This is an optimization exercise on Yosys and OpenROAD, whose aim is small area, a short achievable clock period and few clock cycles, not a production implementation. RTL that was checked went through simulation tests only; none was proved equivalent to the original.

## brv32p_muldiv
module brv32p_muldiv (
  input  logic        clk,
  input  logic        rst_n,
  input  logic        start,
  input  logic        hold,        
  input  logic [2:0]  op,          
  input  logic [31:0] a,           
  input  logic [31:0] b,           
  output logic [31:0] result,
  output logic        busy,
  output logic        valid        
);
Size in the first run: about 5,600 cells after synthesis, ~45,000 sq um of cells after synthesis.
make LEC_CHECK=0 CAP_MARGIN=0 CORE_MARGIN=2 CORE_UTILIZATION=45 PLACE_DENSITY=0.6 SETUP_SLACK_MARGIN=0.5 SLEW_MARGIN=0 finish   # period 16.0 ns
run.sh (not shown) runs the stock make flow with config.mk's settings and CLKGATE_MAP_FILE= SYNTH_SCRIPT=/design/flow/synth_recipe.tcl, a recipe that flattens the netlist after the stock synthesis.
The baseline ran to the end with no violations.
Next try:
--- a/flow/config.mk
+++ b/flow/config.mk
@@ -8 +8 @@
-export CAP_MARGIN = 0
+export CAP_MARGIN = 20
@@ -12,2 +12,2 @@
-export SETUP_SLACK_MARGIN = 0.5
-export SLEW_MARGIN = 0
+export SETUP_SLACK_MARGIN = 4
+export SLEW_MARGIN = 20
Cell area increases by 14%; sequential share of layout area falls by 0.74 points; setup slack improves by 1.8 ns; synthesized area stays the same; via count went up by 4.9%; global-route usage went up by 2.6 points; wire length went up by 7.6%.
Next try:
--- a/flow/config.mk
+++ b/flow/config.mk
@@ -12 +12 @@
-export SETUP_SLACK_MARGIN = 4
+export SETUP_SLACK_MARGIN = 0.5
Effect: The new run completed without violations; cell count falls by 4.3%; worst setup slack degrades by 1.8 ns; wire length falls by 7.1%; global-route usage falls by 2.6 points.
Next try:
--- a/flow/config.mk
+++ b/flow/config.mk
@@ -12 +12 @@
-export SETUP_SLACK_MARGIN = 0.5
+export SETUP_SLACK_MARGIN = 2
Outcome: Cell count increases by 1.0%. Synthesized cell count does not change. Critical path depth went up by 2. Worst hold slack degrades by 0.0049 ns. Area after synthesis does not change. Via count rises by about 1.3%. Wire length grows by about 1.5%.
Function was not checked in any run of this note: the RTL went through the layout flow alone.

## job 6470
Another version of the RTL of brv32p_muldiv (not shown whole).
Size: ~110 flip-flops, ~110 I/O pins, roughly 0.041 mm² of cells after synthesis.
## brv32p_muldiv
module brv32p_muldiv (
  input  logic        clk,
  input  logic        rst_n,
  input  logic        start,
  input  logic        hold,        
  input  logic [2:0]  op,          
  input  logic [31:0] a,           
  input  logic [31:0] b,           
  output logic [31:0] result,
  output logic        busy,
  output logic        valid        
);
  localparam logic [2:0] MD_MUL    = 3'b000;
  localparam logic [2:0] MD_MULH   = 3'b001;
  localparam logic [2:0] MD_MULHSU = 3'b010;
  localparam logic [2:0] MD_MULHU  = 3'b011;
  localparam logic [2:0] MD_DIV    = 3'b100;
  localparam logic [2:0] MD_DIVU   = 3'b101;
  localparam logic [2:0] MD_REM    = 3'b110;
  localparam logic [2:0] MD_REMU   = 3'b111;
  logic        mul_sa, mul_sb;
  logic [32:0] mx;                             
  logic [34:0] my;                             
  assign mul_sa = (op[1:0] == 2'b01) || (op[1:0] == 2'b10);
  assign mul_sb = (op[1:0] == 2'b01);
  assign mx = {mul_sa & a[31], a};
  assign my = {{2{mul_sb & b[31]}}, b, 1'b0};
  logic [63:0] prod;
  logic [16:0] bneg, bone, btwo;
  logic pp0_0, pp0_1, pp0_2, pp0_3, pp0_4, pp0_5, pp0_6, pp0_7, pp0_8, pp0_9, pp0_10, pp0_11, pp0_12, pp0_13, pp0_14, pp0_15;
  logic pp0_16, pp0_17, pp0_18, pp0_19, pp0_20, pp0_21, pp0_22, pp0_23, pp0_24, pp0_25, pp0_26, pp0_27, pp0_28, pp0_29, pp0_30, pp0_31;
  ...
clock: 16.0 ns
lec_check: 0
cap_margin: 20
core_margin: 2
core_utilization: 45
place_density: 0.6
setup_slack_margin: 2.5
slew_margin: 20
standard.sh (not shown) runs the stock make flow with config.mk's settings and CLKGATE_MAP_FILE= SYNTH_SCRIPT=/design/flow/synth_recipe.tcl, a recipe that flattens the netlist after the stock synthesis.
==> flow/flow/run.sh <==
#!/bin/bash
# Own flow: the standard layout, except that the synthesis maps the logic
# with an area-oriented ABC script (flow/abc_area.script) in place of ORFS's
# speed script. Everything else, registers included, is the standard synthesis:
# the same synth_recipe.tcl and ORFS synth.tcl, with only the abc call's script
# swapped. Timing is then repaired by the standard placement and CTS steps.
# Port buffers are buf_2 cells instead of ORFS's default pick.
set -euo pipefail
W=$(pwd)
FLOWDIR=$(cd "$(dirname "${BASH_SOURCE[0]}")" && pwd)

# ORFS synth.tcl with the abc script replaced
sed "s#log_cmd abc {\*}\$abc_args#log_cmd abc {*}[lreplace \$abc_args 0 1 -script $FLOWDIR/abc_area.script]#" \
  "$FLOW_HOME/scripts/synth.tcl" > "$W/own_synth_body.tcl"
grep -q "abc_area.script" "$W/own_synth_body.tcl"
sed "s#source \$::env(SCRIPTS_DIR)/synth.tcl#source $W/own_synth_body.tcl#" \
  "$W/synth_recipe.tcl" > "$W/own_synth.tcl"
grep -q "own_synth_body.tcl" "$W/own_synth.tcl"

# standard.sh with the synthesis script swapped, for the synthesis step only
sed "s#SYNTH_SCRIPT=[^ ]*#SYNTH_SCRIPT=$W/own_synth.tcl#" "$W/standard.sh" > "$W/own_standard.sh"
grep -q "own_synth.tcl" "$W/own_standard.sh"
# standard.sh whose port buffers are buf_2 cells (ORFS's default pick is a
# delay cell); every port still gets its buffer
sed "s#CLKGATE_MAP_FILE= #CLKGATE_MAP_FILE= BUFFER_PORTS_ARGS=-buffer_cell\\\\ sky130_fd_sc_hd__buf_2 #" "$W/standard.sh" > "$W/own_finish.sh"
grep -q "BUFFER_PORTS_ARGS" "$W/own_finish.sh"

bash "$W/own_standard.sh" synth > "$W/synth_make.log" 2>&1
bash "$W/own_finish.sh" finish > "$W/finish_make.log" 2>&1
test -f "$W/out/final.def"
==> flow/flow/abc_area.script <==
&get -n
&st
&dch
&nf -D 11000
&put
topo
stime -c
Testbench counts of job 6470, summed over its fixed seeds: cycles 17,182.
## Diff of input files: job 9729 against job 6470
--- a/flow/config.mk
+++ b/flow/config.mk
@@ -12 +12 @@
-export SETUP_SLACK_MARGIN = 2.5
+export SETUP_SLACK_MARGIN = 2
Notes after the runs:
- In terms of flip-flop and latch count, job 9729 and job 6470 differ only marginally.
- Job 9729 vs. job 6470: final worst slack has decreased; synthesized area barely changed.
- Combined buffer and inverter count along the critical path: job 9729 higher than job 6470
- Fraction of cell area in non-clock buffers is higher on job 6470
- [compare] base=job 6470 new=job 9729: finished layout cell area has decreased, post-synthesis to final-layout area growth now sits lower, overall fraction of global-route tracks in use went down.
- Worst reg2reg path depth in job 9729 vs job 6470: down 2
Input-level comparison between job 3963 and job 9729:
--- a/flow/flow/run.sh
+++ b/flow/flow/run.sh
@@ -7 +6,0 @@
-# Port buffers are buf_2 cells instead of ORFS's default pick.
@@ -23,4 +21,0 @@
-# standard.sh whose port buffers are buf_2 cells (ORFS's default pick is a
-# delay cell); every port still gets its buffer
-sed "s#CLKGATE_MAP_FILE= #CLKGATE_MAP_FILE= BUFFER_PORTS_ARGS=-buffer_cell\\\\ sky130_fd_sc_hd__buf_2 #" "$W/standard.sh" > "$W/own_finish.sh"
-grep -q "BUFFER_PORTS_ARGS" "$W/own_finish.sh"
@@ -29 +24 @@
-bash "$W/own_finish.sh" finish > "$W/finish_make.log" 2>&1
+bash "$W/standard.sh" finish > "$W/finish_make.log" 2>&1
[summary]
Job 3963 completed; timing, DRC and antenna clean
Via count of the routed design ended up 295 lower on job 3963 than on job 9729.
Comparing job 9729 and job 3963, the higher clock period minus worst slack is on job 3963.
Going from job 9729 to job 3963, the global-route usage was found to have gone down by 0.22 points.
On job 3963: final cell count is 0.30% higher than what job 9729 gave.
Sequential share of layout area across job 9729 and job 3963: no real change.

[re-timing with driven ports]
No port has a modelled driver above. Below, the same layouts with a new extraction and two added sets of constraints. Step 1 (the two cells are an assumption about what drives the block):
set clk [get_ports {clk}]
set_driving_cell -lib_cell sky130_fd_sc_hd__clkbuf_16 $clk
set_driving_cell -lib_cell sky130_fd_sc_hd__buf_2 [delete_from_list [all_inputs] $clk]
Step 2 adds t to the input delays and takes it off the output delays; t is the mean of the earliest and latest rising clock arrival at the registers after step 1. Input paths then give back, and output paths get back, about the clock's delay inside the block. Slacks: no drivers / after step 1 / after step 2; pairs: no drivers / after step 1.
| run | shift t [ns] | setup WS [ns] | latest minus earliest clock arrival (ns) | cell pins on the clock port's net |
|---|---|---|---|---|
| the first run of note 1 | 0.444 | 0.754 / 0.731 / 0.731 | 0.023 / 0.023 | 1 |
| the second run of note 1 | 0.452 | 2.521 / 2.457 / 2.457 | 0.015 / 0.015 | 1 |
| the third run of note 1 | 0.444 | 0.754 / 0.731 / 0.731 | 0.023 / 0.023 | 1 |
| the fourth run of note 1 | 0.445 | 2.054 / 2.030 / 2.030 | 0.020 / 0.021 | 1 |
| job 6470 | 0.439 | 2.394 / 2.372 / 2.372 | 0.012 / 0.012 | 1 |
| job 9729 | 0.438 | 2.165 / 2.095 / 2.095 | 0.018 / 0.019 | 1 |
| job 3963 | 0.442 | 2.034 / 2.017 / 2.017 | 0.013 / 0.013 | 1 |
After both steps every run listed still meets setup and hold. The setup slack of job 9729, which loses most, moves by -0.070 ns with the drivers and by -0.070 ns with both steps.
